From an optimization exercise on the open Yosys and OpenROAD flow, aimed at small area; shortcuts taken in it are not production practice.
Function was checked by simulation only, so behaviour that the tests miss may differ from the original.
Power is estimated from default activity; no workload was simulated.

==> willow <==
==> flow/design.v <==
`timescale 1ns / 1ps
module synch_fifo #(
    parameter   FIFO_WIDTH = 32,                       
    parameter   FIFO_DEPTH = 16,                       
    parameter   FIFO_PTR = 4                           
) (
    input       clk,                                   
    input       rst_n,                                 
    input       fifo_wren,                             
    input       fifo_rden,                             
    input       [FIFO_WIDTH-1:0] fifo_wrdata,          
    output      [FIFO_WIDTH-1:0] fifo_rddata,          
    output      fifo_full,                             
    output      fifo_empty,                            
    output      [FIFO_PTR:0] fifo_room_avail,          
    output      [FIFO_PTR:0] fifo_data_avail           
);
reg [FIFO_WIDTH-1:0] mem [0:FIFO_DEPTH-1];       
reg [FIFO_PTR-1:0] count;                        
assign fifo_full = (count == FIFO_DEPTH - 1);
assign fifo_empty = (count == 0);
assign fifo_data_avail = {1'b0, count};
assign fifo_room_avail = FIFO_DEPTH - {1'b0, count};
wire shift = fifo_wren && !fifo_full;
integer i;
always @(posedge clk) begin
    if (shift) begin
        mem[0] <= fifo_wrdata;
        for (i = 1; i < FIFO_DEPTH; i = i + 1)
            mem[i] <= mem[i-1];
    end
end
always @(posedge clk or negedge rst_n) begin
    if (!rst_n)
        count <= 0;
    else if (fifo_wren && !fifo_rden && !fifo_full)
        count <= count + 1'b1;
    else if (fifo_rden && !fifo_wren && !fifo_empty)
        count <= count - 1'b1;
end
wire [FIFO_DEPTH-1:0] sel;
fifo_dec u_dec (.a(count), .y(sel));
genvar b, w;
generate
    for (b = 0; b < FIFO_WIDTH; b = b + 1) begin : g_bit
        wire [FIFO_DEPTH-1:0] col;
        for (w = 0; w < FIFO_DEPTH; w = w + 1) begin : g_word
            assign col[w] = mem[w][b];
        end
        wire [5:0] y;
        for (w = 0; w < 5; w = w + 1) begin : g_grp
            fifo_aoi222 u_aoi (.a(col[3*w+2:3*w]), .s(sel[3*w+2:3*w]), .y(y[w]));
        end
        fifo_nand2 u_last (.a(col[15]), .b(sel[15]), .y(y[5]));
        fifo_nand6 u_out (.a(y), .y(fifo_rddata[b]));
    end
endgenerate
endmodule
module fifo_dec (
    input  [3:0] a,
    output [15:0] y
);
assign y = 16'd1 << a;
endmodule
module fifo_aoi222 (
    input  [2:0] a,
    input  [2:0] s,
    output y
);
assign y = ~|(a & s);
endmodule
module fifo_nand2 (
    input  a,
    input  b,
    output y
);
assign y = ~(a & b);
endmodule
module fifo_nand6 (
    input  [5:0] a,
    output y
);
assign y = ~&a;
endmodule
==> flow/run.sh <==
#!/bin/bash
# synth_recipe.tcl (not shown) runs the flow's synth.tcl, then flattens the netlist and writes it again
# the make line also repeats each setting of config.mk as NAME=value (left out here)
make -C /OpenROAD-flow-scripts/flow DESIGN_CONFIG=/design/flow/config.mk WORK_HOME=/design/flow/orfs CLKGATE_MAP_FILE= SYNTH_SCRIPT=/design/flow/synth_recipe.tcl finish
==> flow/config.mk <==
export PLATFORM = sky130hd
export DESIGN_NAME = synch_fifo
export DESIGN_NICKNAME = synch_fifo
export VERILOG_FILES = /design/flow/design.v
export SDC_FILE = /design/flow/constraint.sdc
export NUM_CORES = 4
export LEC_CHECK = 0
export CAP_MARGIN = 20
export CORE_MARGIN = 2
export CORE_UTILIZATION = 40
export CTS_BUF_LIST = sky130_fd_sc_hd__clkbuf_4
export SLEW_MARGIN = 20
export SYNTH_HIERARCHICAL = 1
==> flow/constraint.sdc <==
create_clock -name core_clock -period 10.0 [get_ports {clk}]
set_input_delay 2.0000 -clock core_clock [delete_from_list [all_inputs] [get_ports {clk}]]
set_output_delay 2.0000 -clock core_clock [all_outputs]
set_load 0.01 [all_outputs]
==> tundra: changes against willow <==
--- a/flow/design.v
+++ b/flow/design.v
@@ -18,24 +18,32 @@
 reg [FIFO_WIDTH-1:0] mem [0:FIFO_DEPTH-1];       
 reg [FIFO_PTR-1:0] count;                        
-assign fifo_full = (count == FIFO_DEPTH - 1);
-assign fifo_empty = (count == 0);
+wire shift, shift_n;                             
+wire [FIFO_PTR-1:0] count_nxt;
+fifo_ctl u_ctl (
+    .wren(fifo_wren), .rden(fifo_rden), .count(count), .count_nxt(count_nxt),
+    .full(fifo_full), .empty(fifo_empty), .room(fifo_room_avail), .shift(shift),
+    .shift_n(shift_n)
+);
 assign fifo_data_avail = {1'b0, count};
-assign fifo_room_avail = FIFO_DEPTH - {1'b0, count};
-wire shift = fifo_wren && !fifo_full;
+wire [FIFO_WIDTH-1:0] mem_d [0:FIFO_DEPTH-1];
+genvar p, q;
+generate
+    for (p = 0; p < FIFO_DEPTH; p = p + 1) begin : g_place
+        wire [FIFO_WIDTH-1:0] a = (p == 0) ? fifo_wrdata : mem[p == 0 ? 0 : p-1];
+        for (q = 0; q < FIFO_WIDTH; q = q + 1) begin : g_bit
+            fifo_hold u_hold (.a(a[q]), .q(mem[p][q]), .s(shift), .sn(shift_n), .y(mem_d[p][q]));
+        end
+    end
+endgenerate
 integer i;
 always @(posedge clk) begin
-    if (shift) begin
-        mem[0] <= fifo_wrdata;
-        for (i = 1; i < FIFO_DEPTH; i = i + 1)
-            mem[i] <= mem[i-1];
-    end
+    for (i = 0; i < FIFO_DEPTH; i = i + 1)
+        mem[i] <= mem_d[i];
 end
 always @(posedge clk or negedge rst_n) begin
     if (!rst_n)
         count <= 0;
-    else if (fifo_wren && !fifo_rden && !fifo_full)
-        count <= count + 1'b1;
-    else if (fifo_rden && !fifo_wren && !fifo_empty)
-        count <= count - 1'b1;
+    else
+        count <= count_nxt;
 end
 wire [FIFO_DEPTH-1:0] sel;
@@ -57,9 +65,63 @@
 endgenerate
 endmodule
+module fifo_ctl (
+    input        wren,
+    input        rden,
+    input  [3:0] count,
+    output [3:0] count_nxt,
+    output       full,
+    output       empty,
+    output [4:0] room,
+    output       shift,
+    output       shift_n
+);
+wire o1 = count[0] | count[1];
+wire o2 = o1 | count[2];
+wire a1 = count[0] & count[1];
+wire a2 = a1 & count[2];
+assign full = a2 & count[3];
+assign empty = ~(o2 | count[3]);
+assign room = {empty, count[3] ^ o2, count[2] ^ o1, count[1] ^ count[0], count[0]};
+assign shift = wren & ~full;
+assign shift_n = ~(wren & ~full);
+wire en = (wren ^ rden) & (wren ? ~full : ~empty);
+wire [3:0] tog = {en & (wren ? a2 : ~o2), en & (wren ? a1 : ~o1), en & ~(wren ^ count[0]), en};
+assign count_nxt = count ^ tog;
+endmodule
+module fifo_hold (
+    input  a,
+    input  q,
+    input  s,
+    input  sn,
+    output y
+);
+assign y = (a & s) | (q & sn);
+endmodule
 module fifo_dec (
     input  [3:0] a,
     output [15:0] y
 );
-assign y = 16'd1 << a;
+wire [3:0] lo_n, hi_n;
+fifo_dec2n u_lo (.a(a[1:0]), .y_n(lo_n));
+fifo_dec2n u_hi (.a(a[3:2]), .y_n(hi_n));
+genvar k;
+generate
+    for (k = 0; k < 16; k = k + 1) begin : g_sel
+        fifo_nor2 u_nor (.a(lo_n[k%4]), .b(hi_n[k/4]), .y(y[k]));
+    end
+endgenerate
+endmodule
+module fifo_dec2n (
+    input  [1:0] a,
+    output [3:0] y_n
+);
+assign y_n = ~(4'd1 << a);
+endmodule
+module fifo_nor2 (
+    input  a,
+    input  b,
+    output y
+);
+assign y = ~(a | b);
 endmodule
 module fifo_aoi222 (
==> flow/flow/run.sh (new file) <==
#!/bin/bash
# The standard layout, with smaller port buffers and no CTS dummy loads.
set -euo pipefail
export BUFFER_PORTS_ARGS="-buffer_cell sky130_fd_sc_hd__buf_1"
export CTS_ARGS="-sink_clustering_enable -repair_clock_nets -dont_use_dummy_load -buf_list sky130_fd_sc_hd__clkbuf_16 -sink_clustering_size 30 -sink_clustering_max_diameter 100"
bash standard.sh finish > standard.log 2>&1
==> flow/standard.sh (new file) <==
#!/bin/bash
# synth_recipe.tcl (not shown) runs the flow's synth.tcl, then flattens the netlist and writes it again
# the make line also repeats each setting of config.mk as NAME=value (left out here)
make -C /OpenROAD-flow-scripts/flow DESIGN_CONFIG=/design/flow/config.mk WORK_HOME=/design/flow/orfs CLKGATE_MAP_FILE= SYNTH_SCRIPT=/design/flow/synth_recipe.tcl "${@:-finish}"
==> flow/config.mk (replaced) <==
export PLATFORM = sky130hd
export DESIGN_NAME = synch_fifo
export DESIGN_NICKNAME = synch_fifo
export VERILOG_FILES = /design/flow/design.v
export SDC_FILE = /design/flow/constraint.sdc
export NUM_CORES = 4
export LEC_CHECK = 0
export CAP_MARGIN = 0
export CORE_MARGIN = 2
export CORE_UTILIZATION = 60
export SLEW_MARGIN = 0
export SYNTH_HIERARCHICAL = 1
removed: flow/run.sh
==> summary of the runs <==
tundra ran to the end with no violations. willow ran to the end with no violations.
Against tundra, the core utilization of willow is lower by 18 points.
Register-to-register slack: willow is higher than tundra (250 ps).
In sequential cell count, willow and tundra do not differ.
Sequential share of layout area: tundra is lower than willow (17 points).
Against willow, the global-route usage of tundra is higher by 10 points.
Sequential power: willow is smaller than tundra (about 15%).

* * *

==> violet: inputs <==
// synch_fifo: RTL as listed in full above, without the edits since
make LEC_CHECK=0 CAP_MARGIN=20 CORE_MARGIN=2 CORE_UTILIZATION=40 SLEW_MARGIN=20 SYNTH_HIERARCHICAL=1 finish   # period 10.0 ns
run.sh (not shown) runs the stock make flow with config.mk's settings and CLKGATE_MAP_FILE= SYNTH_SCRIPT=/design/flow/synth_recipe.tcl, a recipe that flattens the netlist after the stock synthesis.
Stock flow here: none of the scripts above is used.
==> inputs of raven, as changes to violet <==
--- a/flow/design.v
+++ b/flow/design.v
@@ -17,26 +17,47 @@
 );
 reg [FIFO_WIDTH-1:0] mem [0:FIFO_DEPTH-1];       
 reg [FIFO_PTR-1:0] count;                        
-assign fifo_full = (count == FIFO_DEPTH - 1);
-assign fifo_empty = (count == 0);
+wire shift, shift_n;                             
+wire [FIFO_PTR-1:0] count_nxt;
+fifo_ctl u_ctl (
+    .wren(fifo_wren), .rden(fifo_rden), .count(count), .count_nxt(count_nxt),
+    .full(fifo_full), .empty(fifo_empty), .room(fifo_room_avail), .shift(shift),
+    .shift_n(shift_n)
+);
 assign fifo_data_avail = {1'b0, count};
-assign fifo_room_avail = FIFO_DEPTH - {1'b0, count};
-wire shift = fifo_wren && !fifo_full;
+reg phase;
+always @(posedge clk or negedge rst_n) begin
+    if (!rst_n)
+        phase <= 1'b0;
+    else
+        phase <= !phase;
+end
+wire [FIFO_WIDTH-1:0] wr_enc;                    
+wire [FIFO_WIDTH-1:0] rd_enc;                    
+wire [FIFO_WIDTH-1:0] mem_d [0:FIFO_DEPTH-1];
+genvar p, q;
+generate
+    for (q = 0; q < FIFO_WIDTH; q = q + 1) begin : g_io
+        fifo_xor2 u_wr (.a(fifo_wrdata[q]), .b(phase), .y(wr_enc[q]));
+        fifo_xor2 u_rd (.a(rd_enc[q]), .b(phase), .y(fifo_rddata[q]));
+    end
+    for (p = 0; p < FIFO_DEPTH; p = p + 1) begin : g_place
+        wire [FIFO_WIDTH-1:0] a = (p == 0) ? wr_enc : mem[p == 0 ? 0 : p-1];
+        for (q = 0; q < FIFO_WIDTH; q = q + 1) begin : g_bit
+            fifo_hold u_hold (.a(a[q]), .q(mem[p][q]), .s(shift), .sn(shift_n), .y(mem_d[p][q]));
+        end
+    end
+endgenerate
 integer i;
 always @(posedge clk) begin
-    if (shift) begin
-        mem[0] <= fifo_wrdata;
-        for (i = 1; i < FIFO_DEPTH; i = i + 1)
-            mem[i] <= mem[i-1];
-    end
+    for (i = 0; i < FIFO_DEPTH; i = i + 1)
+        mem[i] <= mem_d[i];
 end
 always @(posedge clk or negedge rst_n) begin
     if (!rst_n)
         count <= 0;
-    else if (fifo_wren && !fifo_rden && !fifo_full)
-        count <= count + 1'b1;
-    else if (fifo_rden && !fifo_wren && !fifo_empty)
-        count <= count - 1'b1;
+    else
+        count <= count_nxt;
 end
 wire [FIFO_DEPTH-1:0] sel;
 fifo_dec u_dec (.a(count), .y(sel));
@@ -52,15 +73,76 @@
             fifo_aoi222 u_aoi (.a(col[3*w+2:3*w]), .s(sel[3*w+2:3*w]), .y(y[w]));
         end
         fifo_nand2 u_last (.a(col[15]), .b(sel[15]), .y(y[5]));
-        fifo_nand6 u_out (.a(y), .y(fifo_rddata[b]));
+        fifo_nand6 u_out (.a(y), .y(rd_enc[b]));
     end
 endgenerate
+endmodule
+module fifo_ctl (
+    input        wren,
+    input        rden,
+    input  [3:0] count,
+    output [3:0] count_nxt,
+    output       full,
+    output       empty,
+    output [4:0] room,
+    output       shift,
+    output       shift_n
+);
+wire o1 = count[0] | count[1];
+wire o2 = o1 | count[2];
+wire a1 = count[0] & count[1];
+wire a2 = a1 & count[2];
+assign full = a2 & count[3];
+assign empty = ~(o2 | count[3]);
+assign room = {empty, count[3] ^ o2, count[2] ^ o1, count[1] ^ count[0], count[0]};
+assign shift = wren & ~full;
+assign shift_n = ~(wren & ~full);
+wire en = (wren ^ rden) & (wren ? ~full : ~empty);
+wire [3:0] tog = {en & (wren ? a2 : ~o2), en & (wren ? a1 : ~o1), en & ~(wren ^ count[0]), en};
+assign count_nxt = count ^ tog;
+endmodule
+module fifo_hold (
+    input  a,
+    input  q,
+    input  s,
+    input  sn,
+    output y
+);
+assign y = ~((a | sn) & (q | s));
+endmodule
+module fifo_xor2 (
+    input  a,
+    input  b,
+    output y
+);
+assign y = a ^ b;
 endmodule
 module fifo_dec (
     input  [3:0] a,
     output [15:0] y
 );
-assign y = 16'd1 << a;
+wire [3:0] lo_n, hi_n;
+fifo_dec2n u_lo (.a(a[1:0]), .y_n(lo_n));
+fifo_dec2n u_hi (.a(a[3:2]), .y_n(hi_n));
+genvar k;
+generate
+    for (k = 0; k < 16; k = k + 1) begin : g_sel
+        fifo_nor2 u_nor (.a(lo_n[k%4]), .b(hi_n[k/4]), .y(y[k]));
+    end
+endgenerate
+endmodule
+module fifo_dec2n (
+    input  [1:0] a,
+    output [3:0] y_n
+);
+assign y_n = ~(4'd1 << a);
+endmodule
+module fifo_nor2 (
+    input  a,
+    input  b,
+    output y
+);
+assign y = ~(a | b);
 endmodule
 module fifo_aoi222 (
     input  [2:0] a,
==> flow/flow/run.sh (new file) <==
#!/bin/bash
# The standard layout, with smaller port buffers and no CTS dummy loads.
set -euo pipefail
export BUFFER_PORTS_ARGS="-buffer_cell sky130_fd_sc_hd__buf_1"
export CTS_ARGS="-sink_clustering_enable -repair_clock_nets -dont_use_dummy_load -buf_list sky130_fd_sc_hd__clkbuf_4 -sink_clustering_size 10 -sink_clustering_max_diameter 50"
bash standard.sh finish > standard.log 2>&1
==> flow/standard.sh (new file) <==
#!/bin/bash
# synth_recipe.tcl (not shown) runs the flow's synth.tcl, then flattens the netlist and writes it again
# the make line also repeats each setting of config.mk as NAME=value (left out here)
make -C /OpenROAD-flow-scripts/flow DESIGN_CONFIG=/design/flow/config.mk WORK_HOME=/design/flow/orfs CLKGATE_MAP_FILE= SYNTH_SCRIPT=/design/flow/synth_recipe.tcl "${@:-finish}"
- CAP_MARGIN: 20 -> 0
- CORE_UTILIZATION: 40 -> 75
- SLEW_MARGIN: 20 -> 0
removed: flow/run.sh
==> inputs of ember, as changes to violet <==
--- a/flow/design.v
+++ b/flow/design.v
@@ -17,26 +17,47 @@
 );
 reg [FIFO_WIDTH-1:0] mem [0:FIFO_DEPTH-1];       
 reg [FIFO_PTR-1:0] count;                        
-assign fifo_full = (count == FIFO_DEPTH - 1);
-assign fifo_empty = (count == 0);
+wire shift, shift_n;                             
+wire [FIFO_PTR-1:0] count_nxt;
+fifo_ctl u_ctl (
+    .wren(fifo_wren), .rden(fifo_rden), .count(count), .count_nxt(count_nxt),
+    .full(fifo_full), .empty(fifo_empty), .room(fifo_room_avail), .shift(shift),
+    .shift_n(shift_n)
+);
 assign fifo_data_avail = {1'b0, count};
-assign fifo_room_avail = FIFO_DEPTH - {1'b0, count};
-wire shift = fifo_wren && !fifo_full;
+reg phase;
+always @(posedge clk or negedge rst_n) begin
+    if (!rst_n)
+        phase <= 1'b0;
+    else
+        phase <= !phase;
+end
+wire [FIFO_WIDTH-1:0] wr_enc;                    
+wire [FIFO_WIDTH-1:0] rd_enc;                    
+wire [FIFO_WIDTH-1:0] mem_d [0:FIFO_DEPTH-1];
+genvar p, q;
+generate
+    for (q = 0; q < FIFO_WIDTH; q = q + 1) begin : g_io
+        fifo_xor2 u_wr (.a(fifo_wrdata[q]), .b(phase), .y(wr_enc[q]));
+        fifo_xor2 u_rd (.a(rd_enc[q]), .b(phase), .y(fifo_rddata[q]));
+    end
+    for (p = 0; p < FIFO_DEPTH; p = p + 1) begin : g_place
+        wire [FIFO_WIDTH-1:0] a = (p == 0) ? wr_enc : mem[p == 0 ? 0 : p-1];
+        for (q = 0; q < FIFO_WIDTH; q = q + 1) begin : g_bit
+            fifo_hold u_hold (.a(a[q]), .q(mem[p][q]), .s(shift), .sn(shift_n), .y(mem_d[p][q]));
+        end
+    end
+endgenerate
 integer i;
 always @(posedge clk) begin
-    if (shift) begin
-        mem[0] <= fifo_wrdata;
-        for (i = 1; i < FIFO_DEPTH; i = i + 1)
-            mem[i] <= mem[i-1];
-    end
+    for (i = 0; i < FIFO_DEPTH; i = i + 1)
+        mem[i] <= mem_d[i];
 end
 always @(posedge clk or negedge rst_n) begin
     if (!rst_n)
         count <= 0;
-    else if (fifo_wren && !fifo_rden && !fifo_full)
-        count <= count + 1'b1;
-    else if (fifo_rden && !fifo_wren && !fifo_empty)
-        count <= count - 1'b1;
+    else
+        count <= count_nxt;
 end
 wire [FIFO_DEPTH-1:0] sel;
 fifo_dec u_dec (.a(count), .y(sel));
@@ -52,15 +73,76 @@
             fifo_aoi222 u_aoi (.a(col[3*w+2:3*w]), .s(sel[3*w+2:3*w]), .y(y[w]));
         end
         fifo_nand2 u_last (.a(col[15]), .b(sel[15]), .y(y[5]));
-        fifo_nand6 u_out (.a(y), .y(fifo_rddata[b]));
+        fifo_nand6 u_out (.a(y), .y(rd_enc[b]));
     end
 endgenerate
+endmodule
+module fifo_ctl (
+    input        wren,
+    input        rden,
+    input  [3:0] count,
+    output [3:0] count_nxt,
+    output       full,
+    output       empty,
+    output [4:0] room,
+    output       shift,
+    output       shift_n
+);
+wire o1 = count[0] | count[1];
+wire o2 = o1 | count[2];
+wire a1 = count[0] & count[1];
+wire a2 = a1 & count[2];
+assign full = a2 & count[3];
+assign empty = ~(o2 | count[3]);
+assign room = {empty, count[3] ^ o2, count[2] ^ o1, count[1] ^ count[0], count[0]};
+assign shift = wren & ~full;
+assign shift_n = ~(wren & ~full);
+wire en = (wren ^ rden) & (wren ? ~full : ~empty);
+wire [3:0] tog = {en & (wren ? a2 : ~o2), en & (wren ? a1 : ~o1), en & ~(wren ^ count[0]), en};
+assign count_nxt = count ^ tog;
+endmodule
+module fifo_hold (
+    input  a,
+    input  q,
+    input  s,
+    input  sn,
+    output y
+);
+assign y = ~((a | sn) & (q | s));
+endmodule
+module fifo_xor2 (
+    input  a,
+    input  b,
+    output y
+);
+assign y = a ^ b;
 endmodule
 module fifo_dec (
     input  [3:0] a,
     output [15:0] y
 );
-assign y = 16'd1 << a;
+wire [3:0] lo_n, hi_n;
+fifo_dec2n u_lo (.a(a[1:0]), .y_n(lo_n));
+fifo_dec2n u_hi (.a(a[3:2]), .y_n(hi_n));
+genvar k;
+generate
+    for (k = 0; k < 16; k = k + 1) begin : g_sel
+        fifo_nor2 u_nor (.a(lo_n[k%4]), .b(hi_n[k/4]), .y(y[k]));
+    end
+endgenerate
+endmodule
+module fifo_dec2n (
+    input  [1:0] a,
+    output [3:0] y_n
+);
+assign y_n = ~(4'd1 << a);
+endmodule
+module fifo_nor2 (
+    input  a,
+    input  b,
+    output y
+);
+assign y = ~(a | b);
 endmodule
 module fifo_aoi222 (
     input  [2:0] a,
==> flow/flow/run.sh (new file) <==
#!/bin/bash
# The standard layout, with smaller port buffers and no CTS dummy loads.
set -euo pipefail
export BUFFER_PORTS_ARGS="-buffer_cell sky130_fd_sc_hd__buf_1"
export CTS_ARGS="-sink_clustering_enable -repair_clock_nets -dont_use_dummy_load -buf_list sky130_fd_sc_hd__clkbuf_4 -sink_clustering_size 10 -sink_clustering_max_diameter 50"
bash standard.sh finish > standard.log 2>&1
==> flow/standard.sh (new file) <==
#!/bin/bash
# synth_recipe.tcl (not shown) runs the flow's synth.tcl, then flattens the netlist and writes it again
# the make line also repeats each setting of config.mk as NAME=value (left out here)
make -C /OpenROAD-flow-scripts/flow DESIGN_CONFIG=/design/flow/config.mk WORK_HOME=/design/flow/orfs CLKGATE_MAP_FILE= SYNTH_SCRIPT=/design/flow/synth_recipe.tcl "${@:-finish}"
- CAP_MARGIN: 20 -> 0
- CORE_UTILIZATION: 40 -> 60
- SLEW_MARGIN: 20 -> 0
removed: flow/run.sh
==> inputs of harbor, as changes to violet <==
--- a/flow/design.v
+++ b/flow/design.v
@@ -60,7 +60,28 @@
     input  [3:0] a,
     output [15:0] y
 );
-assign y = 16'd1 << a;
+wire [3:0] lo_n, hi_n;
+fifo_dec2n u_lo (.a(a[1:0]), .y_n(lo_n));
+fifo_dec2n u_hi (.a(a[3:2]), .y_n(hi_n));
+genvar k;
+generate
+    for (k = 0; k < 16; k = k + 1) begin : g_sel
+        fifo_nor2 u_nor (.a(lo_n[k%4]), .b(hi_n[k/4]), .y(y[k]));
+    end
+endgenerate
+endmodule
+module fifo_dec2n (
+    input  [1:0] a,
+    output [3:0] y_n
+);
+assign y_n = ~(4'd1 << a);
+endmodule
+module fifo_nor2 (
+    input  a,
+    input  b,
+    output y
+);
+assign y = ~(a | b);
 endmodule
 module fifo_aoi222 (
     input  [2:0] a,
==> flow/flow/run.sh (new file) <==
#!/bin/bash
# The standard layout, with smaller port buffers and no CTS dummy loads.
set -euo pipefail
export BUFFER_PORTS_ARGS="-buffer_cell sky130_fd_sc_hd__buf_1"
export CTS_ARGS="-sink_clustering_enable -repair_clock_nets -dont_use_dummy_load -buf_list sky130_fd_sc_hd__clkbuf_16 -sink_clustering_size 26 -sink_clustering_max_diameter 100"
bash standard.sh finish > standard.log 2>&1
==> flow/standard.sh (new file) <==
#!/bin/bash
# synth_recipe.tcl (not shown) runs the flow's synth.tcl, then flattens the netlist and writes it again
# the make line also repeats each setting of config.mk as NAME=value (left out here)
make -C /OpenROAD-flow-scripts/flow DESIGN_CONFIG=/design/flow/config.mk WORK_HOME=/design/flow/orfs CLKGATE_MAP_FILE= SYNTH_SCRIPT=/design/flow/synth_recipe.tcl "${@:-finish}"
removed: flow/run.sh
==> notes <==
Register-to-register slack: harbor > violet > raven > ember. Cell count, lowest first: harbor, violet, raven, ember. Worst hold slack: raven > violet > harbor > ember. The highest utilization belongs to raven, the lowest to harbor. Sequential power, lowest first: harbor, violet, ember, raven. Total power: ember is higher than violet (about 10%). Against violet, the design area of raven is smaller by about 16%. Between harbor and ember, the lower synthesized cell count is in harbor (gap 41%, measured against ember).
==> figures <==
| metric | violet | harbor | raven | ember |
|---|---|---|---|---|
| Result of the run | complete, no violations | complete, no violations | complete, no violations | complete, no violations |
| Non-filler instance count after layout | 1,602 | 1,534 | 1,840 | 1,936 |
| Critical-path maximum fanout | 32 | 18 | 17 | 17 |
| Routed length on met3 | 3265 um | 3128 um | 4213 um | 2739 um |
| Period utilization | 58.41% | 52.35% | 58.02% | 56.34% |
| ANT cells | 0 | 0 | 1 | 2 |
| Routed wire length | 37,400 um | 37,820 um | 41,320 um | 41,510 um |
| Sequential fraction of design power | 47.9% | 56.9% | 56.2% | 56.0% |
| Compound-gate portion of the synthesized area | 8.909% | 8.970% | 29.18% | 29.18% |
| Layout-to-synthesis area ratio | 1.1852x | 1.1015x | 1.0776x | 1.0859x |
| Critical Path Stages | 5 | 6 | 8 | 7 |
| Peak VDD IR | 0.1282 mV | 0.1711 mV | 0.2682 mV | 0.3261 mV |
| Clock tree skew after final layout | 0.01320 ns | 0.03419 ns | 0.03664 ns | 0.05471 ns |
| Proportion of cell area occupied by multi-input gates | 12.22% | 12.91% | 35.06% | 34.71% |
| Leading cell type by number of instances after synthesis | edfxtp_1 | edfxtp_1 | - | - |
| Arrival time worst endpoint | 3.84 ns | 3.24 ns | 3.80 ns | 3.63 ns |
| Final period demand of the worst path | 5.841 ns | 5.235 ns | 5.802 ns | 5.634 ns |

-- port drivers added, routing unchanged --
The flow's constraints put no driver on any port. The routed layouts listed below were extracted and timed again, unchanged, in two steps. Step 1, drivers: a clkbuf_16 drives clk and a buf_2 each remaining input, both assumed. Step 2 adds t to the input delays and takes it off the output delays; t is the mean of the earliest and latest rising clock arrival at the registers after step 1. Input paths then give back, and output paths get back, about the clock's delay inside the block. a / b / c = no drivers / after step 1 / after step 2; a / b = the first two.
| run | shift t [ns] | setup WS [ns] | worst slew at a driven data input, ns |
|---|---|---|---|
| willow | 0.835 | 3.902 / 3.850 / 4.686 | 0.03 |
| tundra | 0.569 | 4.674 / 4.622 / 4.906 | 0.03 |
| violet | 0.629 | 4.159 / 4.106 / 4.736 | 0.03 |
| raven | 0.768 | 4.198 / 4.155 / 4.615 | 0.03 |
| ember | 0.758 | 4.366 / 4.321 / 4.913 | 0.03 |
| harbor | 0.589 | 4.765 / 4.714 / 5.303 | 0.04 |
After both steps setup and hold are still met in every run listed.
